Source: an optimization exercise on an open RTL-to-GDS flow (aim: small area and a short achievable clock period). Production flows keep margins and buffers that such runs may drop.
Where RTL was checked, it was by simulation tests only, not by an equivalence proof against the original.
Function not checked in run 1: the RTL went through the layout flow alone.
Power and IR drop assume default switching activity.

## flow/design.v (module list and top-level ports; edited modules follow where they fit)
// module mul8: 14 lines
// module mul16: 1090 lines
// module mul16_fa: 4 lines
// module mul16_cpa: 157 lines
// module mul16_xnor: 3 lines
module mul16(
    input clk,
    input logic[15:0] a,
    input logic[15:0] b,
    output logic[31:0] r
);
  // ...
==> flow/flow/run.sh <==
#!/bin/bash
set -uo pipefail
here=$(pwd)
export BUFFER_PORTS_ARGS="-buffer_cell sky130_fd_sc_hd__buf_4"
export PRE_RESIZE_TCL="$here/flow/outbuf.tcl"
bash standard.sh > standard.log 2>&1
==> flow/flow/outbuf.tcl <==
# Sourced by ORFS's resize.tcl before repair_design: the buffer that buffer_ports put on
# each output port becomes a sky130_fd_sc_hd__buf_1.
set n 0
foreach port [get_ports -filter "direction==output"] {
  set net [get_nets [get_full_name $port]]
  foreach pin [get_pins -of_objects $net -filter "direction==output"] {
    set inst [get_cells -of_objects $pin]
    if {[get_property $inst ref_name] eq "sky130_fd_sc_hd__buf_4"} {
      replace_cell $inst sky130_fd_sc_hd__buf_1
      incr n
    }
  }
}
puts "outbuf.tcl: $n output buffers made buf_1"
==> flow/standard.sh <==
#!/bin/bash
# synth_recipe.tcl (not shown) runs the flow's synth.tcl, then flattens the netlist and writes it again
# the make line also repeats each setting of config.mk as NAME=value (left out here)
make -C /OpenROAD-flow-scripts/flow DESIGN_CONFIG=/design/flow/config.mk WORK_HOME=/design/flow/orfs CLKGATE_MAP_FILE= SYNTH_SCRIPT=/design/flow/synth_recipe.tcl "${@:-finish}"
==> flow/config.mk <==
export PLATFORM = sky130hd
export DESIGN_NAME = mul16
export DESIGN_NICKNAME = mul16
export VERILOG_FILES = /design/flow/design.v
export SDC_FILE = /design/flow/constraint.sdc
export NUM_CORES = 4
export LEC_CHECK = 0
export CAP_MARGIN = 20
export CORE_MARGIN = 2
export CORE_UTILIZATION = 40
export CTS_BUF_LIST = sky130_fd_sc_hd__clkbuf_8
export CTS_CLUSTER_SIZE = 12
export SETUP_SLACK_MARGIN = 2.0
export SLEW_MARGIN = 20
export SYNTH_HIERARCHICAL = 1
export SYNTH_MINIMUM_KEEP_SIZE = 0
==> flow/constraint.sdc <==
create_clock -name core_clock -period 5.5 [get_ports {clk}]
set_input_delay 1.1000 -clock core_clock [delete_from_list [all_inputs] [get_ports {clk}]]
set_output_delay 1.1000 -clock core_clock [all_outputs]
set_load 0.01 [all_outputs]
==> notes.md, run 1 <==
Route:
- The detailed router put a total of 8.806 mm of wire on met1.
- Detailed routing placed a total of 9.213 mm of wire on met2.
- The routed wire length is 19.88 mm.

Timing:
- The final count of pins violating max slew is 0.
- The actual slew at the worst max-slew pin is 664.2 ps.
- The clock arrives with 10.33 ps of skew.
- Static timing analysis puts the maximum clock frequency at 286.1 MHz.
- Adding up every negative setup slack in the final design gives 0 ps.
- The normalized max-slew margin is 55.25%.
- Subtracting the final worst setup slack from the clock period gives 3495 ps.

Final layout:
- The combined area of the multi-input logic cells is 6525 sq um.
- The number of nets in the final layout is 1,042.
- The top cell types in the final layout, fill and taps aside, are sky130_fd_sc_hd__nand2_1 (228), sky130_fd_sc_hd__fa_1 (105), sky130_fd_sc_hd__fa_2 (96), sky130_fd_sc_hd__dfxtp_1 (94), sky130_fd_sc_hd__xnor2_1 (38).
- Measured on the finished design, the core utilization comes to 45.82%.
- Across the whole layout, storage elements make up 19.60% of the cell area.

Die:
- For this design the top-level I/O count stands at 65.
- In this run the core area contains 53 standard-cell rows.

Clocking:
- The number of hold buffers added after cts is 0.
- The number of buffers inserted during clock tree synthesis is 9.
- The clock root buffer is sky130_fd_sc_hd__clkbuf_8.

Worst setup path:
- The startpoint identified for the worst register-to-register timing path is q[8].
- In this design, the stage delay of the slowest critical-path cell is 570 ps.

Status:
- The flow ran to the end and the layout has no timing, DRC or antenna violations.

Global route:
- Global routing used 4.482% of the available met3 tracks.
- Entering global routing, the biggest net connects 18 pins.
- met2 is the most crowded layer.
- The first global-routing pass estimated 31.88 mm of wire.

Power:
- The net switching power of the design is 0.002062 W.
- For the clock group, total power comes out at 0.000436 W.
- Internal power comes to 0.002737 W.
- The worst-case IR drop observed on VDD is 0.2823 mV.

Placement:
- Input and output buffers added on the ports amount to 64.

Synthesis:
- The synthesized net count is 1,052.

Worst hold path:
- Counting instances, the worst hold path has a depth of 1.
==> run 2, diff against run 1 <==
==> flow/design.v (replaced) <==
module mul8(
    input clk,
    input logic[7:0] a,
    input logic[7:0] b,
    output logic[15:0] r
);
    logic[15:0] r_temp;
    always @(*) begin
        r_temp = a*b;
    end
    always_ff  @(posedge clk) begin
        r <= r_temp;
    end
endmodule
module mul16(
    input clk,
    input logic[15:0] a,
    input logic[15:0] b,
    output logic[31:0] r
);
    wire pp0_0;
    wire pp0_1;
    wire pp0_2;
    wire pp0_3;
    wire pp0_4;
    wire pp0_5;
    wire pp0_6;
    wire pp0_7;
    wire pp0_8;
    wire pp0_9;
    wire pp0_10;
    wire pp0_11;
    wire pp0_12;
    wire pp0_13;
    wire pp0_14;
    wire pp0_15;
    wire pp1_0;
    wire pp1_1;
    wire pp1_2;
    wire pp1_3;
    wire pp1_4;
    wire pp1_5;
    wire pp1_6;
    wire pp1_7;
    wire pp1_8;
    wire pp1_9;
    wire pp1_10;
    wire pp1_11;
    wire pp1_12;
    wire pp1_13;
    wire pp1_14;
    wire pp1_15;
    wire pp2_0;
    wire pp2_1;
    wire pp2_2;
    wire pp2_3;
    wire pp2_4;
    wire pp2_5;
    wire pp2_6;
    wire pp2_7;
    wire pp2_8;
    wire pp2_9;
    wire pp2_10;
    wire pp2_11;
    wire pp2_12;
    wire pp2_13;
    wire pp2_14;
    wire pp2_15;
    wire pp3_0;
    wire pp3_1;
    wire pp3_2;
    wire pp3_3;
    wire pp3_4;
    wire pp3_5;
    wire pp3_6;
    wire pp3_7;
    wire pp3_8;
    wire pp3_9;
    wire pp3_10;
    wire pp3_11;
    wire pp3_12;
    wire pp3_13;
    wire pp3_14;
    wire pp3_15;
    wire pp4_0;
    wire pp4_1;
    wire pp4_2;
    wire pp4_3;
    wire pp4_4;
    wire pp4_5;
    wire pp4_6;
    wire pp4_7;
    wire pp4_8;
    wire pp4_9;
    wire pp4_10;
    wire pp4_11;
    wire pp4_12;
    wire pp4_13;
    wire pp4_14;
    wire pp4_15;
    wire pp5_0;
    wire pp5_1;
    wire pp5_2;
    wire pp5_3;
    wire pp5_4;
    wire pp5_5;
    wire pp5_6;
    wire pp5_7;
    wire pp5_8;
    wire pp5_9;
    wire pp5_10;
    wire pp5_11;
    wire pp5_12;
    wire pp5_13;
    wire pp5_14;
    wire pp5_15;
    wire pp6_0;
    wire pp6_1;
    wire pp6_2;
    wire pp6_3;
    wire pp6_4;
    wire pp6_5;
    wire pp6_6;
    wire pp6_7;
    wire pp6_8;
    wire pp6_9;
    wire pp6_10;
    wire pp6_11;
    wire pp6_12;
    wire pp6_13;
    wire pp6_14;
    wire pp6_15;
    wire pp7_0;
    wire pp7_1;
    wire pp7_2;
    wire pp7_3;
    wire pp7_4;
    wire pp7_5;
    wire pp7_6;
    wire pp7_7;
    wire pp7_8;
    wire pp7_9;
    wire pp7_10;
    wire pp7_11;
    wire pp7_12;
    wire pp7_13;
    wire pp7_14;
    wire pp7_15;
    wire pp8_0;
    wire pp8_1;
    wire pp8_2;
    wire pp8_3;
    wire pp8_4;
    wire pp8_5;
    wire pp8_6;
    wire pp8_7;
    wire pp8_8;
    wire pp8_9;
    wire pp8_10;
    wire pp8_11;
    wire pp8_12;
    wire pp8_13;
    wire pp8_14;
    wire pp8_15;
    wire pp9_0;
    wire pp9_1;
    wire pp9_2;
    wire pp9_3;
    wire pp9_4;
    wire pp9_5;
    wire pp9_6;
    wire pp9_7;
    wire pp9_8;
    wire pp9_9;
    wire pp9_10;
    wire pp9_11;
    wire pp9_12;
    wire pp9_13;
    wire pp9_14;
    wire pp9_15;
    wire pp10_0;
    wire pp10_1;
    wire pp10_2;
    wire pp10_3;
    wire pp10_4;
    wire pp10_5;
    wire pp10_6;
    wire pp10_7;
    wire pp10_8;
    wire pp10_9;
    wire pp10_10;
    wire pp10_11;
    wire pp10_12;
    wire pp10_13;
    wire pp10_14;
    wire pp10_15;
    wire pp11_0;
    wire pp11_1;
    wire pp11_2;
    wire pp11_3;
    wire pp11_4;
    wire pp11_5;
    wire pp11_6;
    wire pp11_7;
    wire pp11_8;
    wire pp11_9;
    wire pp11_10;
    wire pp11_11;
    wire pp11_12;
    wire pp11_13;
    wire pp11_14;
    wire pp11_15;
    wire pp12_0;
    wire pp12_1;
    wire pp12_2;
    wire pp12_3;
    wire pp12_4;
    wire pp12_5;
    wire pp12_6;
    wire pp12_7;
    wire pp12_8;
    wire pp12_9;
    wire pp12_10;
    wire pp12_11;
    wire pp12_12;
    wire pp12_13;
    wire pp12_14;
    wire pp12_15;
    wire pp13_0;
    wire pp13_1;
    wire pp13_2;
    wire pp13_3;
    wire pp13_4;
    wire pp13_5;
    wire pp13_6;
    wire pp13_7;
    wire pp13_8;
    wire pp13_9;
    wire pp13_10;
    wire pp13_11;
    wire pp13_12;
    wire pp13_13;
    wire pp13_14;
    wire pp13_15;
    wire pp14_0;
    wire pp14_1;
    wire pp14_2;
    wire pp14_3;
    wire pp14_4;
    wire pp14_5;
    wire pp14_6;
    wire pp14_7;
    wire pp14_8;
    wire pp14_9;
    wire pp14_10;
    wire pp14_11;
    wire pp14_12;
    wire pp14_13;
    wire pp14_14;
    wire pp14_15;
    wire pp15_0;
    wire pp15_1;
    wire pp15_2;
    wire pp15_3;
    wire pp15_4;
    wire pp15_5;
    wire pp15_6;
    wire pp15_7;
    wire pp15_8;
    wire pp15_9;
    wire pp15_10;
    wire pp15_11;
    wire pp15_12;
    wire pp15_13;
    wire pp15_14;
    wire pp15_15;
    wire s1, c2;
    wire s3, c4;
    wire s5, c6;
    wire s7, c8;
    wire s9, c10;
    wire s11, c12;
    wire s13, c14;
    wire s15, c16;
    wire s17, c18;
    wire s19, c20;
    wire s21, c22;
    wire s23, c24;
    wire s25, c26;
    wire s27, c28;
    wire s29, c30;
    wire s31, c32;
    wire s33, c34;
    wire s35, c36;
    wire s37, c38;
    wire s39, c40;
    wire s41, c42;
    wire s43, c44;
    wire s45, c46;
    wire s47, c48;
    wire s49, c50;
    wire s51, c52;
    wire s53, c54;
    wire s55, c56;
    wire s57, c58;
    wire s59, c60;
    wire s61, c62;
    wire s63, c64;
    wire s65, c66;
    wire s67, c68;
    wire s69, c70;
    wire s71, c72;
    wire s73, c74;
    wire s75, c76;
    wire s77, c78;
    wire s79, c80;
    wire s81, c82;
    wire s83, c84;
    wire s85, c86;
    wire s87, c88;
    wire s89, c90;
    wire s91, c92;
    wire s93, c94;
    wire s95, c96;
    wire s97, c98;
    wire s99, c100;
    wire s101, c102;
    wire s103, c104;
    wire s105, c106;
    wire s107, c108;
    wire s109, c110;
    wire s111, c112;
    wire s113, c114;
    wire s115, c116;
    wire s117, c118;
    wire s119, c120;
    wire s121, c122;
    wire s123, c124;
    wire s125, c126;
    wire s127, c128;
    wire s129, c130;
    wire s131, c132;
    wire s133, c134;
    wire s135, c136;
    wire s137, c138;
    wire s139, c140;
    wire s141, c142;
    wire s143, c144;
    wire s145, c146;
    wire s147, c148;
    wire s149, c150;
    wire s151, c152;
    wire s153, c154;
    wire s155, c156;
    wire s157, c158;
    wire s159, c160;
    wire s161, c162;
    wire s163, c164;
    wire s165, c166;
    wire s167, c168;
    wire s169, c170;
    wire s171, c172;
    wire s173, c174;
    wire s175, c176;
    wire s177, c178;
    wire s179, c180;
    wire s181, c182;
    wire s183, c184;
    wire s185, c186;
    wire s187, c188;
    wire s189, c190;
    wire s191, c192;
    wire s193, c194;
    wire s195, c196;
    wire s197, c198;
    wire s199, c200;
    wire s201, c202;
    wire s203, c204;
    wire s205, c206;
    wire s207, c208;
    wire s209, c210;
    wire s211, c212;
    wire s213, c214;
    wire s215, c216;
    wire s217, c218;
    wire s219, c220;
    wire s221, c222;
    wire s223, c224;
    wire s225, c226;
    wire s227, c228;
    wire s229, c230;
    wire s231, c232;
    wire s233, c234;
    wire s235, c236;
    wire s237, c238;
    wire s239, c240;
    wire s241, c242;
    wire s243, c244;
    wire s245, c246;
    wire s247, c248;
    wire s249, c250;
    wire s251, c252;
    wire s253, c254;
    wire s255, c256;
    wire s257, c258;
    wire s259, c260;
    wire s261, c262;
    wire s263, c264;
    wire s265, c266;
    wire s267, c268;
    wire s269, c270;
    wire s271, c272;
    wire s273, c274;
    wire s275, c276;
    wire s277, c278;
    wire s279, c280;
    wire s281, c282;
    wire s283, c284;
    wire s285, c286;
    wire s287, c288;
    wire s289, c290;
    wire s291, c292;
    wire s293, c294;
    wire s295, c296;
    wire s297, c298;
    wire s299, c300;
    wire s301, c302;
    wire s303, c304;
    wire s305, c306;
    wire s307, c308;
    wire s309, c310;
    wire s311, c312;
    wire s313, c314;
    wire s315, c316;
    wire s317, c318;
    wire s319, c320;
    wire s321, c322;
    wire s323, c324;
    wire s325, c326;
    wire s327, c328;
    wire s329, c330;
    wire s331, c332;
    wire s333, c334;
    wire s335, c336;
    wire s337, c338;
    wire s339, c340;
    wire s341, c342;
    wire s343, c344;
    wire s345, c346;
    wire s347, c348;
    wire s349, c350;
    wire s351, c352;
    wire s353, c354;
    wire s355, c356;
    wire s357, c358;
    wire s359, c360;
    wire s361, c362;
    wire s442, c443;
    wire s444, c445;
    wire s446, c447;
    wire s448, c449;
    wire s450, c451;
    wire s452, c453;
    wire s454, c455;
    wire s456, c457;
    wire s458, c459;
    wire s460, c461;
    wire s462, c463;
    wire s464, c465;
    wire s466, c467;
    wire s468, c469;
    wire s470, c471;
    wire s472, c473;
    wire s474, c475;
    wire s476, c477;
    wire s478, c479;
    wire s480, c481;
    wire s482, c483;
    wire s484, c485;
    wire s486, c487;
    wire s488, c489;
    wire s490, c491;
    wire s492, c493;
    wire s494, c495;
    wire s496, c497;
    wire s498, c499;
    wire s500, c501;
    wire s502, c503;
    wire s504, c505;
    wire s506, c507;
    logic [78:0] q;
    wire q363 = q[0];
    wire q364 = q[1];
    wire q365 = q[2];
    wire q366 = q[3];
    wire q367 = q[4];
    wire q368 = q[5];
    wire q369 = q[6];
    wire q370 = q[7];
    wire q371 = q[8];
    wire q372 = q[9];
    wire q373 = q[10];
    wire q374 = q[11];
    wire q375 = q[12];
    wire q376 = q[13];
    wire q377 = q[14];
    wire q378 = q[15];
    wire q379 = q[16];
    wire q380 = q[17];
    wire q381 = q[18];
    wire q382 = q[19];
    wire q383 = q[20];
    wire q384 = q[21];
    wire q385 = q[22];
    wire q386 = q[23];
    wire q387 = q[24];
    wire q388 = q[25];
    wire q389 = q[26];
    wire q390 = q[27];
    wire q391 = q[28];
    wire q392 = q[29];
    wire q393 = q[30];
    wire q394 = q[31];
    wire q395 = q[32];
    wire q396 = q[33];
    wire q397 = q[34];
    wire q398 = q[35];
    wire q399 = q[36];
    wire q400 = q[37];
    wire q401 = q[38];
    wire q402 = q[39];
    wire q403 = q[40];
    wire q404 = q[41];
    wire q405 = q[42];
    wire q406 = q[43];
    wire q407 = q[44];
    wire q408 = q[45];
    wire q409 = q[46];
    wire q410 = q[47];
    wire q411 = q[48];
    wire q412 = q[49];
    wire q413 = q[50];
    wire q414 = q[51];
    wire q415 = q[52];
    wire q416 = q[53];
    wire q417 = q[54];
    wire q418 = q[55];
    wire q419 = q[56];
    wire q420 = q[57];
    wire q421 = q[58];
    wire q422 = q[59];
    wire q423 = q[60];
    wire q424 = q[61];
    wire q425 = q[62];
    wire q426 = q[63];
    wire q427 = q[64];
    wire q428 = q[65];
    wire q429 = q[66];
    wire q430 = q[67];
    wire q431 = q[68];
    wire q432 = q[69];
    wire q433 = q[70];
    wire q434 = q[71];
    wire q435 = q[72];
    wire q436 = q[73];
    wire q437 = q[74];
    wire q438 = q[75];
    wire q439 = q[76];
    wire q440 = q[77];
    wire q441 = q[78];
    wire [31:0] xn = {1'b1, q440, q438, q436, q434, q433, c505, c503, s502, s500, c495, c491, c487, s486, c479, s476, s472, s468, s464, s460, c453, s452, s448, s446, s444, q372, q368, q367, q366, q365, q364, q363};
    wire [31:0] yn = {1'b1, q441, q439, q437, q435, c507, s506, s504, c501, c499, s498, s494, s490, c483, s482, s478, c469, c465, c461, c457, s456, s450, c447, c445, c443, s442, q369, 1'b1, 1'b1, 1'b1, 1'b1, 1'b1};
    assign pp0_0 = ~(a[0] & b[0]);
    assign pp0_1 = ~(a[0] & b[1]);
    assign pp0_2 = ~(a[0] & b[2]);
    assign pp0_3 = ~(a[0] & b[3]);
    assign pp0_4 = ~(a[0] & b[4]);
    assign pp0_5 = ~(a[0] & b[5]);
    assign pp0_6 = ~(a[0] & b[6]);
    assign pp0_7 = ~(a[0] & b[7]);
    assign pp0_8 = ~(a[0] & b[8]);
    assign pp0_9 = ~(a[0] & b[9]);
    assign pp0_10 = ~(a[0] & b[10]);
    assign pp0_11 = ~(a[0] & b[11]);
    assign pp0_12 = ~(a[0] & b[12]);
    assign pp0_13 = ~(a[0] & b[13]);
    assign pp0_14 = ~(a[0] & b[14]);
    assign pp0_15 = ~(a[0] & b[15]);
    assign pp1_0 = ~(a[1] & b[0]);
    assign pp1_1 = ~(a[1] & b[1]);
    assign pp1_2 = ~(a[1] & b[2]);
    assign pp1_3 = ~(a[1] & b[3]);
    assign pp1_4 = ~(a[1] & b[4]);
    assign pp1_5 = ~(a[1] & b[5]);
    assign pp1_6 = ~(a[1] & b[6]);
    assign pp1_7 = ~(a[1] & b[7]);
    assign pp1_8 = ~(a[1] & b[8]);
    assign pp1_9 = ~(a[1] & b[9]);
    assign pp1_10 = ~(a[1] & b[10]);
    assign pp1_11 = ~(a[1] & b[11]);
    assign pp1_12 = ~(a[1] & b[12]);
    assign pp1_13 = ~(a[1] & b[13]);
    assign pp1_14 = ~(a[1] & b[14]);
    assign pp1_15 = ~(a[1] & b[15]);
    assign pp2_0 = ~(a[2] & b[0]);
    assign pp2_1 = ~(a[2] & b[1]);
    assign pp2_2 = ~(a[2] & b[2]);
    assign pp2_3 = ~(a[2] & b[3]);
    assign pp2_4 = ~(a[2] & b[4]);
    assign pp2_5 = ~(a[2] & b[5]);
    assign pp2_6 = ~(a[2] & b[6]);
    assign pp2_7 = ~(a[2] & b[7]);
    assign pp2_8 = ~(a[2] & b[8]);
    assign pp2_9 = ~(a[2] & b[9]);
    assign pp2_10 = ~(a[2] & b[10]);
    assign pp2_11 = ~(a[2] & b[11]);
    assign pp2_12 = ~(a[2] & b[12]);
    assign pp2_13 = ~(a[2] & b[13]);
    assign pp2_14 = ~(a[2] & b[14]);
    assign pp2_15 = ~(a[2] & b[15]);
    assign pp3_0 = ~(a[3] & b[0]);
    assign pp3_1 = ~(a[3] & b[1]);
    assign pp3_2 = ~(a[3] & b[2]);
    assign pp3_3 = ~(a[3] & b[3]);
    assign pp3_4 = ~(a[3] & b[4]);
    assign pp3_5 = ~(a[3] & b[5]);
    assign pp3_6 = ~(a[3] & b[6]);
    assign pp3_7 = ~(a[3] & b[7]);
    assign pp3_8 = ~(a[3] & b[8]);
    assign pp3_9 = ~(a[3] & b[9]);
    assign pp3_10 = ~(a[3] & b[10]);
    assign pp3_11 = ~(a[3] & b[11]);
    assign pp3_12 = ~(a[3] & b[12]);
    assign pp3_13 = ~(a[3] & b[13]);
    assign pp3_14 = ~(a[3] & b[14]);
    assign pp3_15 = ~(a[3] & b[15]);
    assign pp4_0 = ~(a[4] & b[0]);
    assign pp4_1 = ~(a[4] & b[1]);
    assign pp4_2 = ~(a[4] & b[2]);
    assign pp4_3 = ~(a[4] & b[3]);
    assign pp4_4 = ~(a[4] & b[4]);
    assign pp4_5 = ~(a[4] & b[5]);
    assign pp4_6 = ~(a[4] & b[6]);
    assign pp4_7 = ~(a[4] & b[7]);
    assign pp4_8 = ~(a[4] & b[8]);
    assign pp4_9 = ~(a[4] & b[9]);
    assign pp4_10 = ~(a[4] & b[10]);
    assign pp4_11 = ~(a[4] & b[11]);
    assign pp4_12 = ~(a[4] & b[12]);
    assign pp4_13 = ~(a[4] & b[13]);
    assign pp4_14 = ~(a[4] & b[14]);
    assign pp4_15 = ~(a[4] & b[15]);
    assign pp5_0 = ~(a[5] & b[0]);
    assign pp5_1 = ~(a[5] & b[1]);
    assign pp5_2 = ~(a[5] & b[2]);
    assign pp5_3 = ~(a[5] & b[3]);
    assign pp5_4 = ~(a[5] & b[4]);
    assign pp5_5 = ~(a[5] & b[5]);
    assign pp5_6 = ~(a[5] & b[6]);
    assign pp5_7 = ~(a[5] & b[7]);
    assign pp5_8 = ~(a[5] & b[8]);
    assign pp5_9 = ~(a[5] & b[9]);
    assign pp5_10 = ~(a[5] & b[10]);
    assign pp5_11 = ~(a[5] & b[11]);
    assign pp5_12 = ~(a[5] & b[12]);
    assign pp5_13 = ~(a[5] & b[13]);
    assign pp5_14 = ~(a[5] & b[14]);
    assign pp5_15 = ~(a[5] & b[15]);
    assign pp6_0 = ~(a[6] & b[0]);
    assign pp6_1 = ~(a[6] & b[1]);
    assign pp6_2 = ~(a[6] & b[2]);
    assign pp6_3 = ~(a[6] & b[3]);
    assign pp6_4 = ~(a[6] & b[4]);
    assign pp6_5 = ~(a[6] & b[5]);
    assign pp6_6 = ~(a[6] & b[6]);
    assign pp6_7 = ~(a[6] & b[7]);
    assign pp6_8 = ~(a[6] & b[8]);
    assign pp6_9 = ~(a[6] & b[9]);
    assign pp6_10 = ~(a[6] & b[10]);
    assign pp6_11 = ~(a[6] & b[11]);
    assign pp6_12 = ~(a[6] & b[12]);
    assign pp6_13 = ~(a[6] & b[13]);
    assign pp6_14 = ~(a[6] & b[14]);
    assign pp6_15 = ~(a[6] & b[15]);
    assign pp7_0 = ~(a[7] & b[0]);
    assign pp7_1 = ~(a[7] & b[1]);
    assign pp7_2 = ~(a[7] & b[2]);
    assign pp7_3 = ~(a[7] & b[3]);
    assign pp7_4 = ~(a[7] & b[4]);
    assign pp7_5 = ~(a[7] & b[5]);
    assign pp7_6 = ~(a[7] & b[6]);
    assign pp7_7 = ~(a[7] & b[7]);
    assign pp7_8 = ~(a[7] & b[8]);
    assign pp7_9 = ~(a[7] & b[9]);
    assign pp7_10 = ~(a[7] & b[10]);
    assign pp7_11 = ~(a[7] & b[11]);
    assign pp7_12 = ~(a[7] & b[12]);
    assign pp7_13 = ~(a[7] & b[13]);
    assign pp7_14 = ~(a[7] & b[14]);
    assign pp7_15 = ~(a[7] & b[15]);
    assign pp8_0 = ~(a[8] & b[0]);
    assign pp8_1 = ~(a[8] & b[1]);
    assign pp8_2 = ~(a[8] & b[2]);
    assign pp8_3 = ~(a[8] & b[3]);
    assign pp8_4 = ~(a[8] & b[4]);
    assign pp8_5 = ~(a[8] & b[5]);
    assign pp8_6 = ~(a[8] & b[6]);
    assign pp8_7 = ~(a[8] & b[7]);
    assign pp8_8 = ~(a[8] & b[8]);
    assign pp8_9 = ~(a[8] & b[9]);
    assign pp8_10 = ~(a[8] & b[10]);
    assign pp8_11 = ~(a[8] & b[11]);
    assign pp8_12 = ~(a[8] & b[12]);
    assign pp8_13 = ~(a[8] & b[13]);
    assign pp8_14 = ~(a[8] & b[14]);
    assign pp8_15 = ~(a[8] & b[15]);
    assign pp9_0 = ~(a[9] & b[0]);
    assign pp9_1 = ~(a[9] & b[1]);
    assign pp9_2 = ~(a[9] & b[2]);
    assign pp9_3 = ~(a[9] & b[3]);
    assign pp9_4 = ~(a[9] & b[4]);
    assign pp9_5 = ~(a[9] & b[5]);
    assign pp9_6 = ~(a[9] & b[6]);
    assign pp9_7 = ~(a[9] & b[7]);
    assign pp9_8 = ~(a[9] & b[8]);
    assign pp9_9 = ~(a[9] & b[9]);
    assign pp9_10 = ~(a[9] & b[10]);
    assign pp9_11 = ~(a[9] & b[11]);
    assign pp9_12 = ~(a[9] & b[12]);
    assign pp9_13 = ~(a[9] & b[13]);
    assign pp9_14 = ~(a[9] & b[14]);
    assign pp9_15 = ~(a[9] & b[15]);
    assign pp10_0 = ~(a[10] & b[0]);
    assign pp10_1 = ~(a[10] & b[1]);
    assign pp10_2 = ~(a[10] & b[2]);
    assign pp10_3 = ~(a[10] & b[3]);
    assign pp10_4 = ~(a[10] & b[4]);
    assign pp10_5 = ~(a[10] & b[5]);
    assign pp10_6 = ~(a[10] & b[6]);
    assign pp10_7 = ~(a[10] & b[7]);
    assign pp10_8 = ~(a[10] & b[8]);
    assign pp10_9 = ~(a[10] & b[9]);
    assign pp10_10 = ~(a[10] & b[10]);
    assign pp10_11 = ~(a[10] & b[11]);
    assign pp10_12 = ~(a[10] & b[12]);
    assign pp10_13 = ~(a[10] & b[13]);
    assign pp10_14 = ~(a[10] & b[14]);
    assign pp10_15 = ~(a[10] & b[15]);
    assign pp11_0 = ~(a[11] & b[0]);
    assign pp11_1 = ~(a[11] & b[1]);
    assign pp11_2 = ~(a[11] & b[2]);
    assign pp11_3 = ~(a[11] & b[3]);
    assign pp11_4 = ~(a[11] & b[4]);
    assign pp11_5 = ~(a[11] & b[5]);
    assign pp11_6 = ~(a[11] & b[6]);
    assign pp11_7 = ~(a[11] & b[7]);
    assign pp11_8 = ~(a[11] & b[8]);
    assign pp11_9 = ~(a[11] & b[9]);
    assign pp11_10 = ~(a[11] & b[10]);
    assign pp11_11 = ~(a[11] & b[11]);
    assign pp11_12 = ~(a[11] & b[12]);
    assign pp11_13 = ~(a[11] & b[13]);
    assign pp11_14 = ~(a[11] & b[14]);
    assign pp11_15 = ~(a[11] & b[15]);
    assign pp12_0 = ~(a[12] & b[0]);
    assign pp12_1 = ~(a[12] & b[1]);
    assign pp12_2 = ~(a[12] & b[2]);
    assign pp12_3 = ~(a[12] & b[3]);
    assign pp12_4 = ~(a[12] & b[4]);
    assign pp12_5 = ~(a[12] & b[5]);
    assign pp12_6 = ~(a[12] & b[6]);
    assign pp12_7 = ~(a[12] & b[7]);
    assign pp12_8 = ~(a[12] & b[8]);
    assign pp12_9 = ~(a[12] & b[9]);
    assign pp12_10 = ~(a[12] & b[10]);
    assign pp12_11 = ~(a[12] & b[11]);
    assign pp12_12 = ~(a[12] & b[12]);
    assign pp12_13 = ~(a[12] & b[13]);
    assign pp12_14 = ~(a[12] & b[14]);
    assign pp12_15 = ~(a[12] & b[15]);
    assign pp13_0 = ~(a[13] & b[0]);
    assign pp13_1 = ~(a[13] & b[1]);
    assign pp13_2 = ~(a[13] & b[2]);
    assign pp13_3 = ~(a[13] & b[3]);
    assign pp13_4 = ~(a[13] & b[4]);
    assign pp13_5 = ~(a[13] & b[5]);
    assign pp13_6 = ~(a[13] & b[6]);
    assign pp13_7 = ~(a[13] & b[7]);
    assign pp13_8 = ~(a[13] & b[8]);
    assign pp13_9 = ~(a[13] & b[9]);
    assign pp13_10 = ~(a[13] & b[10]);
    assign pp13_11 = ~(a[13] & b[11]);
    assign pp13_12 = ~(a[13] & b[12]);
    assign pp13_13 = ~(a[13] & b[13]);
    assign pp13_14 = ~(a[13] & b[14]);
    assign pp13_15 = ~(a[13] & b[15]);
    assign pp14_0 = ~(a[14] & b[0]);
    assign pp14_1 = ~(a[14] & b[1]);
    assign pp14_2 = ~(a[14] & b[2]);
    assign pp14_3 = ~(a[14] & b[3]);
    assign pp14_4 = ~(a[14] & b[4]);
    assign pp14_5 = ~(a[14] & b[5]);
    assign pp14_6 = ~(a[14] & b[6]);
    assign pp14_7 = ~(a[14] & b[7]);
    assign pp14_8 = ~(a[14] & b[8]);
    assign pp14_9 = ~(a[14] & b[9]);
    assign pp14_10 = ~(a[14] & b[10]);
    assign pp14_11 = ~(a[14] & b[11]);
    assign pp14_12 = ~(a[14] & b[12]);
    assign pp14_13 = ~(a[14] & b[13]);
    assign pp14_14 = ~(a[14] & b[14]);
    assign pp14_15 = ~(a[14] & b[15]);
    assign pp15_0 = ~(a[15] & b[0]);
    assign pp15_1 = ~(a[15] & b[1]);
    assign pp15_2 = ~(a[15] & b[2]);
    assign pp15_3 = ~(a[15] & b[3]);
    assign pp15_4 = ~(a[15] & b[4]);
    assign pp15_5 = ~(a[15] & b[5]);
    assign pp15_6 = ~(a[15] & b[6]);
    assign pp15_7 = ~(a[15] & b[7]);
    assign pp15_8 = ~(a[15] & b[8]);
    assign pp15_9 = ~(a[15] & b[9]);
    assign pp15_10 = ~(a[15] & b[10]);
    assign pp15_11 = ~(a[15] & b[11]);
    assign pp15_12 = ~(a[15] & b[12]);
    assign pp15_13 = ~(a[15] & b[13]);
    assign pp15_14 = ~(a[15] & b[14]);
    assign pp15_15 = ~(a[15] & b[15]);
    assign s1 = ~(pp0_1 ^ pp1_0);
    assign c2 = pp0_1 | pp1_0;
    mul16_fa us3 (.x(pp0_2), .y(pp1_1), .z(pp2_0), .s(s3), .c(c4));
    assign s5 = ~(c2 ^ s3);
    assign c6 = c2 | s3;
    mul16_fa us7 (.x(pp0_3), .y(pp1_2), .z(pp2_1), .s(s7), .c(c8));
    mul16_fa us9 (.x(pp3_0), .y(c4), .z(s7), .s(s9), .c(c10));
    assign s11 = ~(c6 ^ s9);
    assign c12 = c6 | s9;
    mul16_fa us13 (.x(pp0_4), .y(pp1_3), .z(pp2_2), .s(s13), .c(c14));
    mul16_fa us15 (.x(pp3_1), .y(pp4_0), .z(c8), .s(s15), .c(c16));
    mul16_fa us17 (.x(s13), .y(s15), .z(c10), .s(s17), .c(c18));
    assign s19 = ~(c12 ^ s17);
    assign c20 = c12 | s17;
    mul16_fa us21 (.x(pp0_5), .y(pp1_4), .z(pp2_3), .s(s21), .c(c22));
    mul16_fa us23 (.x(pp3_2), .y(pp4_1), .z(pp5_0), .s(s23), .c(c24));
    mul16_fa us25 (.x(c14), .y(s21), .z(s23), .s(s25), .c(c26));
    mul16_fa us27 (.x(c16), .y(s25), .z(c18), .s(s27), .c(c28));
    mul16_fa us29 (.x(pp0_6), .y(pp1_5), .z(pp2_4), .s(s29), .c(c30));
    mul16_fa us31 (.x(pp3_3), .y(pp4_2), .z(pp5_1), .s(s31), .c(c32));
    mul16_fa us33 (.x(pp6_0), .y(c22), .z(c24), .s(s33), .c(c34));
    mul16_fa us35 (.x(s29), .y(s31), .z(c26), .s(s35), .c(c36));
    mul16_fa us37 (.x(pp0_7), .y(pp1_6), .z(pp2_5), .s(s37), .c(c38));
    mul16_fa us39 (.x(pp3_4), .y(pp4_3), .z(pp5_2), .s(s39), .c(c40));
    mul16_fa us41 (.x(pp6_1), .y(pp7_0), .z(c30), .s(s41), .c(c42));
    mul16_fa us43 (.x(c32), .y(s37), .z(s39), .s(s43), .c(c44));
    mul16_fa us45 (.x(c34), .y(s41), .z(s43), .s(s45), .c(c46));
    mul16_fa us47 (.x(pp0_8), .y(pp1_7), .z(pp2_6), .s(s47), .c(c48));
    mul16_fa us49 (.x(pp3_5), .y(pp4_4), .z(pp5_3), .s(s49), .c(c50));
    mul16_fa us51 (.x(pp6_2), .y(pp7_1), .z(pp8_0), .s(s51), .c(c52));
    mul16_fa us53 (.x(c38), .y(c40), .z(s47), .s(s53), .c(c54));
    mul16_fa us55 (.x(s49), .y(s51), .z(c42), .s(s55), .c(c56));
    mul16_fa us57 (.x(c44), .y(s53), .z(s55), .s(s57), .c(c58));
    mul16_fa us59 (.x(pp0_9), .y(pp1_8), .z(pp2_7), .s(s59), .c(c60));
    mul16_fa us61 (.x(pp3_6), .y(pp4_5), .z(pp5_4), .s(s61), .c(c62));
    mul16_fa us63 (.x(pp6_3), .y(pp7_2), .z(pp8_1), .s(s63), .c(c64));
    mul16_fa us65 (.x(pp9_0), .y(c48), .z(c50), .s(s65), .c(c66));
    mul16_fa us67 (.x(c52), .y(s59), .z(s61), .s(s67), .c(c68));
    mul16_fa us69 (.x(s63), .y(c54), .z(s65), .s(s69), .c(c70));
    mul16_fa us71 (.x(s67), .y(c56), .z(s69), .s(s71), .c(c72));
    mul16_fa us73 (.x(pp0_10), .y(pp1_9), .z(pp2_8), .s(s73), .c(c74));
    mul16_fa us75 (.x(pp3_7), .y(pp4_6), .z(pp5_5), .s(s75), .c(c76));
    mul16_fa us77 (.x(pp6_4), .y(pp7_3), .z(pp8_2), .s(s77), .c(c78));
    mul16_fa us79 (.x(pp9_1), .y(pp10_0), .z(c60), .s(s79), .c(c80));
    mul16_fa us81 (.x(c62), .y(c64), .z(s73), .s(s81), .c(c82));
    mul16_fa us83 (.x(s75), .y(s77), .z(c66), .s(s83), .c(c84));
    mul16_fa us85 (.x(s79), .y(c68), .z(s81), .s(s85), .c(c86));
    mul16_fa us87 (.x(pp0_11), .y(pp1_10), .z(pp2_9), .s(s87), .c(c88));
    mul16_fa us89 (.x(pp3_8), .y(pp4_7), .z(pp5_6), .s(s89), .c(c90));
    mul16_fa us91 (.x(pp6_5), .y(pp7_4), .z(pp8_3), .s(s91), .c(c92));
    mul16_fa us93 (.x(pp9_2), .y(pp10_1), .z(pp11_0), .s(s93), .c(c94));
    mul16_fa us95 (.x(c74), .y(c76), .z(c78), .s(s95), .c(c96));
    mul16_fa us97 (.x(s87), .y(s89), .z(s91), .s(s97), .c(c98));
    mul16_fa us99 (.x(s93), .y(c80), .z(c82), .s(s99), .c(c100));
    mul16_fa us101 (.x(s95), .y(s97), .z(c84), .s(s101), .c(c102));
    mul16_fa us103 (.x(pp0_12), .y(pp1_11), .z(pp2_10), .s(s103), .c(c104));
    mul16_fa us105 (.x(pp3_9), .y(pp4_8), .z(pp5_7), .s(s105), .c(c106));
    mul16_fa us107 (.x(pp6_6), .y(pp7_5), .z(pp8_4), .s(s107), .c(c108));
    mul16_fa us109 (.x(pp9_3), .y(pp10_2), .z(pp11_1), .s(s109), .c(c110));
    mul16_fa us111 (.x(pp12_0), .y(c88), .z(c90), .s(s111), .c(c112));
    mul16_fa us113 (.x(c92), .y(c94), .z(s103), .s(s113), .c(c114));
    mul16_fa us115 (.x(s105), .y(s107), .z(s109), .s(s115), .c(c116));
    mul16_fa us117 (.x(c96), .y(s111), .z(c98), .s(s117), .c(c118));
    mul16_fa us119 (.x(s113), .y(s115), .z(c100), .s(s119), .c(c120));
    mul16_fa us121 (.x(pp0_13), .y(pp1_12), .z(pp2_11), .s(s121), .c(c122));
    mul16_fa us123 (.x(pp3_10), .y(pp4_9), .z(pp5_8), .s(s123), .c(c124));
    mul16_fa us125 (.x(pp6_7), .y(pp7_6), .z(pp8_5), .s(s125), .c(c126));
    mul16_fa us127 (.x(pp9_4), .y(pp10_3), .z(pp11_2), .s(s127), .c(c128));
    mul16_fa us129 (.x(pp12_1), .y(pp13_0), .z(c104), .s(s129), .c(c130));
    mul16_fa us131 (.x(c106), .y(c108), .z(c110), .s(s131), .c(c132));
    mul16_fa us133 (.x(s121), .y(s123), .z(s125), .s(s133), .c(c134));
    mul16_fa us135 (.x(s127), .y(c112), .z(s129), .s(s135), .c(c136));
    mul16_fa us137 (.x(c114), .y(c116), .z(s131), .s(s137), .c(c138));
    mul16_fa us139 (.x(s133), .y(c118), .z(s135), .s(s139), .c(c140));
    mul16_fa us141 (.x(pp0_14), .y(pp1_13), .z(pp2_12), .s(s141), .c(c142));
    mul16_fa us143 (.x(pp3_11), .y(pp4_10), .z(pp5_9), .s(s143), .c(c144));
    mul16_fa us145 (.x(pp6_8), .y(pp7_7), .z(pp8_6), .s(s145), .c(c146));
    mul16_fa us147 (.x(pp9_5), .y(pp10_4), .z(pp11_3), .s(s147), .c(c148));
    mul16_fa us149 (.x(pp12_2), .y(pp13_1), .z(pp14_0), .s(s149), .c(c150));
    mul16_fa us151 (.x(c122), .y(c124), .z(c126), .s(s151), .c(c152));
    mul16_fa us153 (.x(c128), .y(s141), .z(s143), .s(s153), .c(c154));
    mul16_fa us155 (.x(s145), .y(s147), .z(s149), .s(s155), .c(c156));
    mul16_fa us157 (.x(c130), .y(c132), .z(c134), .s(s157), .c(c158));
    mul16_fa us159 (.x(s151), .y(s153), .z(s155), .s(s159), .c(c160));
    mul16_fa us161 (.x(c136), .y(c138), .z(s157), .s(s161), .c(c162));
    mul16_fa us163 (.x(pp0_15), .y(pp1_14), .z(pp2_13), .s(s163), .c(c164));
    mul16_fa us165 (.x(pp3_12), .y(pp4_11), .z(pp5_10), .s(s165), .c(c166));
    mul16_fa us167 (.x(pp6_9), .y(pp7_8), .z(pp8_7), .s(s167), .c(c168));
    mul16_fa us169 (.x(pp9_6), .y(pp10_5), .z(pp11_4), .s(s169), .c(c170));
    mul16_fa us171 (.x(pp12_3), .y(pp13_2), .z(pp14_1), .s(s171), .c(c172));
    mul16_fa us173 (.x(pp15_0), .y(c142), .z(c144), .s(s173), .c(c174));
    mul16_fa us175 (.x(c146), .y(c148), .z(c150), .s(s175), .c(c176));
    mul16_fa us177 (.x(s163), .y(s165), .z(s167), .s(s177), .c(c178));
    mul16_fa us179 (.x(s169), .y(s171), .z(c152), .s(s179), .c(c180));
    mul16_fa us181 (.x(c154), .y(s173), .z(c156), .s(s181), .c(c182));
    mul16_fa us183 (.x(s175), .y(s177), .z(s179), .s(s183), .c(c184));
    mul16_fa us185 (.x(c158), .y(c160), .z(s181), .s(s185), .c(c186));
    mul16_fa us187 (.x(pp1_15), .y(pp2_14), .z(pp3_13), .s(s187), .c(c188));
    mul16_fa us189 (.x(pp4_12), .y(pp5_11), .z(pp6_10), .s(s189), .c(c190));
    mul16_fa us191 (.x(pp7_9), .y(pp8_8), .z(pp9_7), .s(s191), .c(c192));
    mul16_fa us193 (.x(pp10_6), .y(pp11_5), .z(pp12_4), .s(s193), .c(c194));
    mul16_fa us195 (.x(pp13_3), .y(pp14_2), .z(pp15_1), .s(s195), .c(c196));
    mul16_fa us197 (.x(c164), .y(c166), .z(c168), .s(s197), .c(c198));
    mul16_fa us199 (.x(c170), .y(c172), .z(s187), .s(s199), .c(c200));
    mul16_fa us201 (.x(s189), .y(s191), .z(s193), .s(s201), .c(c202));
    mul16_fa us203 (.x(s195), .y(c174), .z(c176), .s(s203), .c(c204));
    mul16_fa us205 (.x(c178), .y(s197), .z(s199), .s(s205), .c(c206));
    mul16_fa us207 (.x(s201), .y(c180), .z(s203), .s(s207), .c(c208));
    mul16_fa us209 (.x(pp2_15), .y(pp3_14), .z(pp4_13), .s(s209), .c(c210));
    mul16_fa us211 (.x(pp5_12), .y(pp6_11), .z(pp7_10), .s(s211), .c(c212));
    mul16_fa us213 (.x(pp8_9), .y(pp9_8), .z(pp10_7), .s(s213), .c(c214));
    mul16_fa us215 (.x(pp11_6), .y(pp12_5), .z(pp13_4), .s(s215), .c(c216));
    mul16_fa us217 (.x(pp14_3), .y(pp15_2), .z(c188), .s(s217), .c(c218));
    mul16_fa us219 (.x(c190), .y(c192), .z(c194), .s(s219), .c(c220));
    mul16_fa us221 (.x(c196), .y(s209), .z(s211), .s(s221), .c(c222));
    mul16_fa us223 (.x(s213), .y(s215), .z(c198), .s(s223), .c(c224));
    mul16_fa us225 (.x(s217), .y(c200), .z(c202), .s(s225), .c(c226));
    mul16_fa us227 (.x(s219), .y(s221), .z(c204), .s(s227), .c(c228));
    mul16_fa us229 (.x(s223), .y(c206), .z(s225), .s(s229), .c(c230));
    mul16_fa us231 (.x(pp3_15), .y(pp4_14), .z(pp5_13), .s(s231), .c(c232));
    mul16_fa us233 (.x(pp6_12), .y(pp7_11), .z(pp8_10), .s(s233), .c(c234));
    mul16_fa us235 (.x(pp9_9), .y(pp10_8), .z(pp11_7), .s(s235), .c(c236));
    mul16_fa us237 (.x(pp12_6), .y(pp13_5), .z(pp14_4), .s(s237), .c(c238));
    mul16_fa us239 (.x(pp15_3), .y(c210), .z(c212), .s(s239), .c(c240));
    mul16_fa us241 (.x(c214), .y(c216), .z(s231), .s(s241), .c(c242));
    mul16_fa us243 (.x(s233), .y(s235), .z(s237), .s(s243), .c(c244));
    mul16_fa us245 (.x(c218), .y(c220), .z(c222), .s(s245), .c(c246));
    mul16_fa us247 (.x(s239), .y(s241), .z(s243), .s(s247), .c(c248));
    mul16_fa us249 (.x(c224), .y(c226), .z(s245), .s(s249), .c(c250));
    mul16_fa us251 (.x(pp4_15), .y(pp5_14), .z(pp6_13), .s(s251), .c(c252));
    mul16_fa us253 (.x(pp7_12), .y(pp8_11), .z(pp9_10), .s(s253), .c(c254));
    mul16_fa us255 (.x(pp10_9), .y(pp11_8), .z(pp12_7), .s(s255), .c(c256));
    mul16_fa us257 (.x(pp13_6), .y(pp14_5), .z(pp15_4), .s(s257), .c(c258));
    mul16_fa us259 (.x(c232), .y(c234), .z(c236), .s(s259), .c(c260));
    mul16_fa us261 (.x(c238), .y(s251), .z(s253), .s(s261), .c(c262));
    mul16_fa us263 (.x(s255), .y(s257), .z(c240), .s(s263), .c(c264));
    mul16_fa us265 (.x(c242), .y(c244), .z(s259), .s(s265), .c(c266));
    mul16_fa us267 (.x(s261), .y(s263), .z(c246), .s(s267), .c(c268));
    mul16_fa us269 (.x(pp5_15), .y(pp6_14), .z(pp7_13), .s(s269), .c(c270));
    mul16_fa us271 (.x(pp8_12), .y(pp9_11), .z(pp10_10), .s(s271), .c(c272));
    mul16_fa us273 (.x(pp11_9), .y(pp12_8), .z(pp13_7), .s(s273), .c(c274));
    mul16_fa us275 (.x(pp14_6), .y(pp15_5), .z(c252), .s(s275), .c(c276));
    mul16_fa us277 (.x(c254), .y(c256), .z(c258), .s(s277), .c(c278));
    mul16_fa us279 (.x(s269), .y(s271), .z(s273), .s(s279), .c(c280));
    mul16_fa us281 (.x(c260), .y(s275), .z(c262), .s(s281), .c(c282));
    mul16_fa us283 (.x(s277), .y(s279), .z(c264), .s(s283), .c(c284));
    mul16_fa us285 (.x(pp6_15), .y(pp7_14), .z(pp8_13), .s(s285), .c(c286));
    mul16_fa us287 (.x(pp9_12), .y(pp10_11), .z(pp11_10), .s(s287), .c(c288));
    mul16_fa us289 (.x(pp12_9), .y(pp13_8), .z(pp14_7), .s(s289), .c(c290));
    mul16_fa us291 (.x(pp15_6), .y(c270), .z(c272), .s(s291), .c(c292));
    mul16_fa us293 (.x(c274), .y(s285), .z(s287), .s(s293), .c(c294));
    mul16_fa us295 (.x(s289), .y(c276), .z(c278), .s(s295), .c(c296));
    mul16_fa us297 (.x(s291), .y(c280), .z(s293), .s(s297), .c(c298));
    mul16_fa us299 (.x(pp7_15), .y(pp8_14), .z(pp9_13), .s(s299), .c(c300));
    mul16_fa us301 (.x(pp10_12), .y(pp11_11), .z(pp12_10), .s(s301), .c(c302));
    mul16_fa us303 (.x(pp13_9), .y(pp14_8), .z(pp15_7), .s(s303), .c(c304));
    mul16_fa us305 (.x(c286), .y(c288), .z(c290), .s(s305), .c(c306));
    mul16_fa us307 (.x(s299), .y(s301), .z(s303), .s(s307), .c(c308));
    mul16_fa us309 (.x(c292), .y(c294), .z(s305), .s(s309), .c(c310));
    mul16_fa us311 (.x(s307), .y(c296), .z(c298), .s(s311), .c(c312));
    mul16_fa us313 (.x(pp8_15), .y(pp9_14), .z(pp10_13), .s(s313), .c(c314));
    mul16_fa us315 (.x(pp11_12), .y(pp12_11), .z(pp13_10), .s(s315), .c(c316));
    mul16_fa us317 (.x(pp14_9), .y(pp15_8), .z(c300), .s(s317), .c(c318));
    mul16_fa us319 (.x(c302), .y(c304), .z(s313), .s(s319), .c(c320));
    mul16_fa us321 (.x(s315), .y(c306), .z(s317), .s(s321), .c(c322));
    mul16_fa us323 (.x(c308), .y(s319), .z(c310), .s(s323), .c(c324));
    mul16_fa us325 (.x(pp9_15), .y(pp10_14), .z(pp11_13), .s(s325), .c(c326));
    mul16_fa us327 (.x(pp12_12), .y(pp13_11), .z(pp14_10), .s(s327), .c(c328));
    mul16_fa us329 (.x(pp15_9), .y(c314), .z(c316), .s(s329), .c(c330));
    mul16_fa us331 (.x(s325), .y(s327), .z(c318), .s(s331), .c(c332));
    mul16_fa us333 (.x(c320), .y(s329), .z(c322), .s(s333), .c(c334));
    mul16_fa us335 (.x(pp10_15), .y(pp11_14), .z(pp12_13), .s(s335), .c(c336));
    mul16_fa us337 (.x(pp13_12), .y(pp14_11), .z(pp15_10), .s(s337), .c(c338));
    mul16_fa us339 (.x(c326), .y(c328), .z(s335), .s(s339), .c(c340));
    mul16_fa us341 (.x(s337), .y(c330), .z(s339), .s(s341), .c(c342));
    mul16_fa us343 (.x(pp11_15), .y(pp12_14), .z(pp13_13), .s(s343), .c(c344));
    mul16_fa us345 (.x(pp14_12), .y(pp15_11), .z(c336), .s(s345), .c(c346));
    mul16_fa us347 (.x(c338), .y(s343), .z(s345), .s(s347), .c(c348));
    mul16_fa us349 (.x(c340), .y(s347), .z(c342), .s(s349), .c(c350));
    mul16_fa us351 (.x(pp12_15), .y(pp13_14), .z(pp14_13), .s(s351), .c(c352));
    mul16_fa us353 (.x(pp15_12), .y(c344), .z(s351), .s(s353), .c(c354));
    mul16_fa us355 (.x(c346), .y(s353), .z(c348), .s(s355), .c(c356));
    mul16_fa us357 (.x(pp13_15), .y(pp14_14), .z(pp15_13), .s(s357), .c(c358));
    mul16_fa us359 (.x(c352), .y(s357), .z(c354), .s(s359), .c(c360));
    mul16_fa us361 (.x(pp14_15), .y(pp15_14), .z(c358), .s(s361), .c(c362));
    assign s442 = ~(q370 ^ q371);
    assign c443 = q370 | q371;
    assign s444 = ~(q373 ^ q374);
    assign c445 = q373 | q374;
    assign s446 = ~(q375 ^ q376);
    assign c447 = q375 | q376;
    assign s448 = ~(q377 ^ q378);
    assign c449 = q377 | q378;
    mul16_fa us450 (.x(q379), .y(q380), .z(q381), .s(s450), .c(c451));
    assign s452 = ~(q382 ^ c449);
    assign c453 = q382 | c449;
    mul16_fa us454 (.x(q383), .y(q384), .z(q385), .s(s454), .c(c455));
    assign s456 = ~(c451 ^ s454);
    assign c457 = c451 | s454;
    mul16_fa us458 (.x(q386), .y(q387), .z(q388), .s(s458), .c(c459));
    assign s460 = ~(c455 ^ s458);
    assign c461 = c455 | s458;
    mul16_fa us462 (.x(q389), .y(q390), .z(q391), .s(s462), .c(c463));
    assign s464 = ~(c459 ^ s462);
    assign c465 = c459 | s462;
    mul16_fa us466 (.x(q392), .y(q393), .z(q394), .s(s466), .c(c467));
    assign s468 = ~(c463 ^ s466);
    assign c469 = c463 | s466;
    mul16_fa us470 (.x(q395), .y(q396), .z(q397), .s(s470), .c(c471));
    assign s472 = ~(c467 ^ s470);
    assign c473 = c467 | s470;
    mul16_fa us474 (.x(q398), .y(q399), .z(q400), .s(s474), .c(c475));
    mul16_fa us476 (.x(q401), .y(q402), .z(c471), .s(s476), .c(c477));
    assign s478 = ~(s474 ^ c473);
    assign c479 = s474 | c473;
    mul16_fa us480 (.x(q403), .y(q404), .z(q405), .s(s480), .c(c481));
    mul16_fa us482 (.x(c475), .y(s480), .z(c477), .s(s482), .c(c483));
    mul16_fa us484 (.x(q406), .y(q407), .z(q408), .s(s484), .c(c485));
    mul16_fa us486 (.x(q409), .y(c481), .z(s484), .s(s486), .c(c487));
    mul16_fa us488 (.x(q410), .y(q411), .z(q412), .s(s488), .c(c489));
    mul16_fa us490 (.x(q413), .y(c485), .z(s488), .s(s490), .c(c491));
    mul16_fa us492 (.x(q414), .y(q415), .z(q416), .s(s492), .c(c493));
    mul16_fa us494 (.x(q417), .y(c489), .z(s492), .s(s494), .c(c495));
    mul16_fa us496 (.x(q418), .y(q419), .z(q420), .s(s496), .c(c497));
    mul16_fa us498 (.x(q421), .y(c493), .z(s496), .s(s498), .c(c499));
    mul16_fa us500 (.x(q422), .y(q423), .z(c497), .s(s500), .c(c501));
    mul16_fa us502 (.x(q424), .y(q425), .z(q426), .s(s502), .c(c503));
    mul16_fa us504 (.x(q427), .y(q428), .z(q429), .s(s504), .c(c505));
    mul16_fa us506 (.x(q430), .y(q431), .z(q432), .s(s506), .c(c507));
    wire [26:0] cg, cp, cs;
    assign cg[0] = ~(xn[5] | yn[5]);
    assign cp[0] = xn[5] ^ yn[5];
    assign cg[1] = ~(xn[6] | yn[6]);
    assign cp[1] = xn[6] ^ yn[6];
    assign cg[2] = ~(xn[7] | yn[7]);
    assign cp[2] = xn[7] ^ yn[7];
    assign cg[3] = ~(xn[8] | yn[8]);
    assign cp[3] = xn[8] ^ yn[8];
    assign cg[4] = ~(xn[9] | yn[9]);
    assign cp[4] = xn[9] ^ yn[9];
    assign cg[5] = ~(xn[10] | yn[10]);
    assign cp[5] = xn[10] ^ yn[10];
    assign cg[6] = ~(xn[11] | yn[11]);
    assign cp[6] = xn[11] ^ yn[11];
    assign cg[7] = ~(xn[12] | yn[12]);
    assign cp[7] = xn[12] ^ yn[12];
    assign cg[8] = ~(xn[13] | yn[13]);
    assign cp[8] = xn[13] ^ yn[13];
    assign cg[9] = ~(xn[14] | yn[14]);
    assign cp[9] = xn[14] ^ yn[14];
    assign cg[10] = ~(xn[15] | yn[15]);
    assign cp[10] = xn[15] ^ yn[15];
    assign cg[11] = ~(xn[16] | yn[16]);
    assign cp[11] = xn[16] ^ yn[16];
    assign cg[12] = ~(xn[17] | yn[17]);
    assign cp[12] = xn[17] ^ yn[17];
    assign cg[13] = ~(xn[18] | yn[18]);
    assign cp[13] = xn[18] ^ yn[18];
    assign cg[14] = ~(xn[19] | yn[19]);
    assign cp[14] = xn[19] ^ yn[19];
    assign cg[15] = ~(xn[20] | yn[20]);
    assign cp[15] = xn[20] ^ yn[20];
    assign cg[16] = ~(xn[21] | yn[21]);
    assign cp[16] = xn[21] ^ yn[21];
    assign cg[17] = ~(xn[22] | yn[22]);
    assign cp[17] = xn[22] ^ yn[22];
    assign cg[18] = ~(xn[23] | yn[23]);
    assign cp[18] = xn[23] ^ yn[23];
    assign cg[19] = ~(xn[24] | yn[24]);
    assign cp[19] = xn[24] ^ yn[24];
    assign cg[20] = ~(xn[25] | yn[25]);
    assign cp[20] = xn[25] ^ yn[25];
    assign cg[21] = ~(xn[26] | yn[26]);
    assign cp[21] = xn[26] ^ yn[26];
    assign cg[22] = ~(xn[27] | yn[27]);
    assign cp[22] = xn[27] ^ yn[27];
    assign cg[23] = ~(xn[28] | yn[28]);
    assign cp[23] = xn[28] ^ yn[28];
    assign cg[24] = ~(xn[29] | yn[29]);
    assign cp[24] = xn[29] ^ yn[29];
    assign cg[25] = ~(xn[30] | yn[30]);
    assign cp[25] = xn[30] ^ yn[30];
    assign cg[26] = ~(xn[31] | yn[31]);
    assign cp[26] = xn[31] ^ yn[31];
    mul16_cpa ucpa (.gi(cg), .pi(cp), .s(cs));
    wire [31:0] sum = {cs, ~xn[4], ~xn[3], ~xn[2], ~xn[1], ~xn[0]};
    always_ff @(posedge clk) begin
        q <= {c362, pp15_15, c360, s361, c356, s359, c350, s355, s349, c334, s341, c332, s333, c324, s331, s323, c312, s321, s311, s309, c284, s297, s295, c282, c268, s283, s281, c266, s267, c250, s265, c248, s249, c230, c228, s247, s229, s227, c208, c186, s207, c184, s205, c182, s185, c162, s183, s161, c140, s159, s139, c120, s137, s119, c102, s117, s101, s99, c86, c72, s85, c70, s83, s71, c58, s57, c46, s45, c36, c28, s35, s33, s27, c20, s19, s11, s5, s1, pp0_0};
        r <= sum;
    end
endmodule
module mul16_fa(input x, input y, input z, output s, output c);
    assign s = x ^ y ^ z;
    assign c = (x & y) | (x & z) | (y & z);
endmodule
module mul16_cpa(input [26:0] gi, input [26:0] pi, output [26:0] s);
    wire g0 = gi[0];
    wire p0 = pi[0];
    wire g1 = gi[1];
    wire p1 = pi[1];
    wire g2 = gi[2];
    wire p2 = pi[2];
    wire g3 = gi[3];
    wire p3 = pi[3];
    wire g4 = gi[4];
    wire p4 = pi[4];
    wire g5 = gi[5];
    wire p5 = pi[5];
    wire g6 = gi[6];
    wire p6 = pi[6];
    wire g7 = gi[7];
    wire p7 = pi[7];
    wire g8 = gi[8];
    wire p8 = pi[8];
    wire g9 = gi[9];
    wire p9 = pi[9];
    wire g10 = gi[10];
    wire p10 = pi[10];
    wire g11 = gi[11];
    wire p11 = pi[11];
    wire g12 = gi[12];
    wire p12 = pi[12];
    wire g13 = gi[13];
    wire p13 = pi[13];
    wire g14 = gi[14];
    wire p14 = pi[14];
    wire g15 = gi[15];
    wire p15 = pi[15];
    wire g16 = gi[16];
    wire p16 = pi[16];
    wire g17 = gi[17];
    wire p17 = pi[17];
    wire g18 = gi[18];
    wire p18 = pi[18];
    wire g19 = gi[19];
    wire p19 = pi[19];
    wire g20 = gi[20];
    wire p20 = pi[20];
    wire g21 = gi[21];
    wire p21 = pi[21];
    wire g22 = gi[22];
    wire p22 = pi[22];
    wire g23 = gi[23];
    wire p23 = pi[23];
    wire g24 = gi[24];
    wire p24 = pi[24];
    wire g25 = gi[25];
    wire p25 = pi[25];
    wire g26 = gi[26];
    wire p26 = pi[26];
    wire G1 = g1 | (p1 & g0);
    wire P1 = p1 & p0;
    wire G2 = g3 | (p3 & g2);
    wire P2 = p3 & p2;
    wire G3 = g5 | (p5 & g4);
    wire P3 = p5 & p4;
    wire G4 = g7 | (p7 & g6);
    wire P4 = p7 & p6;
    wire G5 = g9 | (p9 & g8);
    wire P5 = p9 & p8;
    wire G6 = g11 | (p11 & g10);
    wire P6 = p11 & p10;
    wire G7 = g13 | (p13 & g12);
    wire P7 = p13 & p12;
    wire G8 = g15 | (p15 & g14);
    wire P8 = p15 & p14;
    wire G9 = g17 | (p17 & g16);
    wire P9 = p17 & p16;
    wire G10 = g19 | (p19 & g18);
    wire P10 = p19 & p18;
    wire G11 = g21 | (p21 & g20);
    wire P11 = p21 & p20;
    wire G12 = g23 | (p23 & g22);
    wire P12 = p23 & p22;
    wire G13 = g25 | (p25 & g24);
    wire P13 = p25 & p24;
    wire G14 = G2 | (P2 & G1);
    wire P14 = P2 & P1;
    wire G15 = G4 | (P4 & G3);
    wire P15 = P4 & P3;
    wire G16 = G6 | (P6 & G5);
    wire P16 = P6 & P5;
    wire G17 = G8 | (P8 & G7);
    wire P17 = P8 & P7;
    wire G18 = G10 | (P10 & G9);
    wire P18 = P10 & P9;
    wire G19 = G12 | (P12 & G11);
    wire P19 = P12 & P11;
    wire G20 = G15 | (P15 & G14);
    wire P20 = P15 & P14;
    wire G21 = G17 | (P17 & G16);
    wire P21 = P17 & P16;
    wire G22 = G19 | (P19 & G18);
    wire P22 = P19 & P18;
    wire G23 = G21 | (P21 & G20);
    wire P23 = P21 & P20;
    wire G24 = G22 | (P22 & G23);
    wire P24 = P22 & P23;
    wire G25 = G16 | (P16 & G20);
    wire P25 = P16 & P20;
    wire G26 = G18 | (P18 & G23);
    wire P26 = P18 & P23;
    wire G27 = G3 | (P3 & G14);
    wire P27 = P3 & P14;
    wire G28 = G5 | (P5 & G20);
    wire P28 = P5 & P20;
    wire G29 = G7 | (P7 & G25);
    wire P29 = P7 & P25;
    wire G30 = G9 | (P9 & G23);
    wire P30 = P9 & P23;
    wire G31 = G11 | (P11 & G26);
    wire P31 = P11 & P26;
    wire G32 = G13 | (P13 & G24);
    wire P32 = P13 & P24;
    wire G33 = g2 | (p2 & G1);
    wire P33 = p2 & P1;
    wire G34 = g4 | (p4 & G14);
    wire P34 = p4 & P14;
    wire G35 = g6 | (p6 & G27);
    wire P35 = p6 & P27;
    wire G36 = g8 | (p8 & G20);
    wire P36 = p8 & P20;
    wire G37 = g10 | (p10 & G28);
    wire P37 = p10 & P28;
    wire G38 = g12 | (p12 & G25);
    wire P38 = p12 & P25;
    wire G39 = g14 | (p14 & G29);
    wire P39 = p14 & P29;
    wire G40 = g16 | (p16 & G23);
    wire P40 = p16 & P23;
    wire G41 = g18 | (p18 & G30);
    wire P41 = p18 & P30;
    wire G42 = g20 | (p20 & G26);
    wire P42 = p20 & P26;
    wire G43 = g22 | (p22 & G31);
    wire P43 = p22 & P31;
    wire G44 = g24 | (p24 & G24);
    wire P44 = p24 & P24;
    wire G45 = g26 | (p26 & G32);
    wire P45 = p26 & P32;
    assign s = {p26 ^ G32, p25 ^ G44, p24 ^ G24, p23 ^ G43, p22 ^ G31, p21 ^ G42, p20 ^ G26, p19 ^ G41, p18 ^ G30, p17 ^ G40, p16 ^ G23, p15 ^ G39, p14 ^ G29, p13 ^ G38, p12 ^ G25, p11 ^ G37, p10 ^ G28, p9 ^ G36, p8 ^ G20, p7 ^ G35, p6 ^ G27, p5 ^ G34, p4 ^ G14, p3 ^ G33, p2 ^ G1, p1 ^ g0, p0};
endmodule
==> flow/run.sh (new file) <==
#!/bin/bash
# synth_recipe.tcl (not shown) runs the flow's synth.tcl, then flattens the netlist and writes it again
# the make line also repeats each setting of config.mk as NAME=value (left out here)
make -C /OpenROAD-flow-scripts/flow DESIGN_CONFIG=/design/flow/config.mk WORK_HOME=/design/flow/orfs CLKGATE_MAP_FILE= SYNTH_SCRIPT=/design/flow/synth_recipe.tcl finish
==> flow/config.mk (replaced) <==
export PLATFORM = sky130hd
export DESIGN_NAME = mul16
export DESIGN_NICKNAME = mul16
export VERILOG_FILES = /design/flow/design.v
export SDC_FILE = /design/flow/constraint.sdc
export NUM_CORES = 4
export LEC_CHECK = 0
export CAP_MARGIN = 20
export CORE_MARGIN = 2
export CORE_UTILIZATION = 40
export SETUP_SLACK_MARGIN = 2.0
export SLEW_MARGIN = 20
export SYNTH_HIERARCHICAL = 1
export SYNTH_MINIMUM_KEEP_SIZE = 0
removed: flow/flow/run.sh
removed: flow/flow/outbuf.tcl
removed: flow/standard.sh
==> notes.md, run 2 <==
Status:
- Outcome: finished clean (unchanged).

Timing:
- The final setup TNS is 0 ps (unchanged).
- The actual slew at the worst max-slew pin is 887.9 ps (was 664.2 ps).
- The fmax was 288.7 MHz (was 286.1 MHz).
- The normalized max-slew margin is 40.81% (was 55.25%).
- The clock period minus worst slack was 3463 ps (was 3495 ps).
- The final count of pins violating max slew was 0 (unchanged).
- The largest clock skew in the final design is 9.957 ps (was 10.33 ps).

Die:
- The standard-cell row count came to 55 (was 53).
- The number of top-level pins is 65 (unchanged).

Clocking:
- The largest buffer count on any clock path is 2 (unchanged).
- The CTS tree is built (unchanged).
- The H-tree level count was 3 (unchanged).
- The clock root buffer is sky130_fd_sc_hd__clkbuf_16 (was sky130_fd_sc_hd__clkbuf_8).
- The number of buffers inserted during clock tree synthesis is 9 (unchanged).

Worst setup path:
- The worst flop-to-flop path endpoint is r[30] (was r[21]).
- The reg-to-reg critical path startpoint is q[32] (was q[8]).

Final layout:
- The count of antenna diodes in the layout is 0 (unchanged).
- The total non-filler cell area in the finished layout is 10,050 sq um (was 9602 sq um).
- Top library cells by usage in the layout, fill and taps aside: sky130_fd_sc_hd__nand2_1 (262), sky130_fd_sc_hd__fa_1 (197), sky130_fd_sc_hd__dfxtp_1 (109), sky130_fd_sc_hd__inv_1 (69), sky130_fd_sc_hd__ha_1 (51) (was sky130_fd_sc_hd__nand2_1 (228), sky130_fd_sc_hd__fa_1 (105), sky130_fd_sc_hd__fa_2 (96), sky130_fd_sc_hd__dfxtp_1 (94), sky130_fd_sc_hd__xnor2_1 (38)).
- The number of nets in the final layout was 1,142 (was 1,042).
- The share of final-layout standard cells stronger than drive strength 1 is 9.419% (was 25.35%).

Placement:
- The global placement routability congestion is 0.8550 (was 0.8384).
- The count of buffers from port buffering is 64 (unchanged).

Route:
- The number of vias in the routed layout is 5,739 (was 5,358).
- The routed wire length is 20.38 mm (was 19.88 mm).

Power:
- The net switching power of the design was 0.002373 W (was 0.002062 W).
- The worst voltage drop across the vdd grid is 0.3398 mV (was 0.2823 mV).

Global route:
- The global-route wire length before repair is 33.62 mm (was 31.88 mm).
- The pin count of the biggest net entering global routing came to 19 (was 18).

Synthesis:
- The most common cell in the netlist is sky130_fd_sc_hd__nand2_1.
- The synthesized net count is 1,116 (was 1,052).
- Of all flip-flops after synthesis, the portion carrying an async set or reset was 0%.

Worst hold path:
- The hold-critical path depth was 1 (unchanged).
[run 2: changes by cell type in the layout (fill, tap and decap cells not counted), sizes merged, moves of 5 or more]
cell and delta:
clkdlybuf4s18 +5, a21o -11, buf -43, dfxtp +17, xnor2 -25, clkdlybuf4s50 +32, ha +30, nor2 +7
or2 -9, inv +57, clkdlybuf4s15 +12
[run 2: per-module statistics from Yosys, one instance, submodules excluded]
module	times used	cells	area, sq um
mul16	1	534	4471
mul16_cpa	1	97	695.7
mul16_fa	199	1	20.02
[run 2: layer usage]
metal	GRT usage, %	vias up	routed length, um
li1	-	2529	-
met1	24.67	2905	8530
met2	29.38	276	9396
met3	4.123	29	1893
met4	6.509	0	559
met5	0	-	0
[run 2: worst max-delay path by stage]
stage / slack, ps / cells past startpoint / from / end
2_1_floorplan: 2030 / 7 / a[10] / q[34]
3_3_place_gp: 1070 / 6 / a[1] / q[34]
3_5_place_dp: 1050 / 6 / a[7] / q[34]
4_1_cts: 2000 / 6 / a[1] / q[34]
5_1_grt: 1910 / 16 / q[32] / r[26]
6_report: 2040 / 6 / b[12] / q[34]
[run 2: kinds of logic after synthesis]
family	Yosys count	synth area share, %
buffers and inverters	131	8.588
AND/OR/NAND/NOR	291	12.42
AO/OA/AOI/OAI	30	2.502
flip-flops	111	24.29
other	1	0.04098
XOR/XNOR	13	1.244
adder cells (fa/ha/maj)	253	50.92
[run 2: final cells by class]
| type | instances | area (sq um) | area share, % |
|---|---|---|---|
| clock buffers | 10 | 239.0 | 2.379 |
| clock inverters | 5 | 65.06 | 0.6476 |
| inverters | 70 | 262.8 | 2.615 |
| multi-input cells | 588 | 6221 | 61.92 |
| flip-flops and latches | 111 | 2225 | 22.14 |
| well taps | 285 | 356.6 | 3.549 |
| repair buffers | 76 | 678.2 | 6.750 |
[run 2: power groups by stage]
stage | logic (W) | registers (W) | clock network, W
3_5_place_dp | 0.00337 | 0.00136 | 0
6_report | 0.00374 | 0.00134 | 0.000679
4_1_cts | 0.00360 | 0.00135 | 0.000704
5_1_grt | 0.00431 | 0.00139 | 0.000735
3_3_place_gp | 0.00333 | 0.00137 | 0
2_1_floorplan | 0.00239 | 0.00140 | 0
[run 2: through the flow]
stage / total power, W / utilization [%]
final: 0.005760 / 44.51
after floorplan: 0.003796 / -
after global routing: 0.006435 / 44.51
after global placement: 0.004699 / 42.77
after detailed placement: 0.004734 / 42.77
after CTS: 0.005659 / 44.64
[run 2: timing repair]
item                                    4_1_cts  5_1_grt
hold buffers                                  0        0
gates resized for setup                     103       37
pin swaps                                     6        1
hold endpoints to repair                      0        0
endpoints found under the setup margin       70       23
setup buffers                                 4        4
[run 2: worst max-delay path, cell delays in order]
cell and delay [ps]:
sky130_fd_sc_hd__clkdlybuf4s15_2 420, sky130_fd_sc_hd__nand2_1 130, sky130_fd_sc_hd__fa_1 510, sky130_fd_sc_hd__fa_1 580, sky130_fd_sc_hd__fa_1 480, sky130_fd_sc_hd__fa_1 530

Check on run 2: ideal ports give 2.037 ns setup slack; a clkbuf_16 on the clock port and buf_2 on the inputs give 2.048 ns; moving port delays by the midpoint clock arrival (0.400 ns) as well gives 1.662 ns.
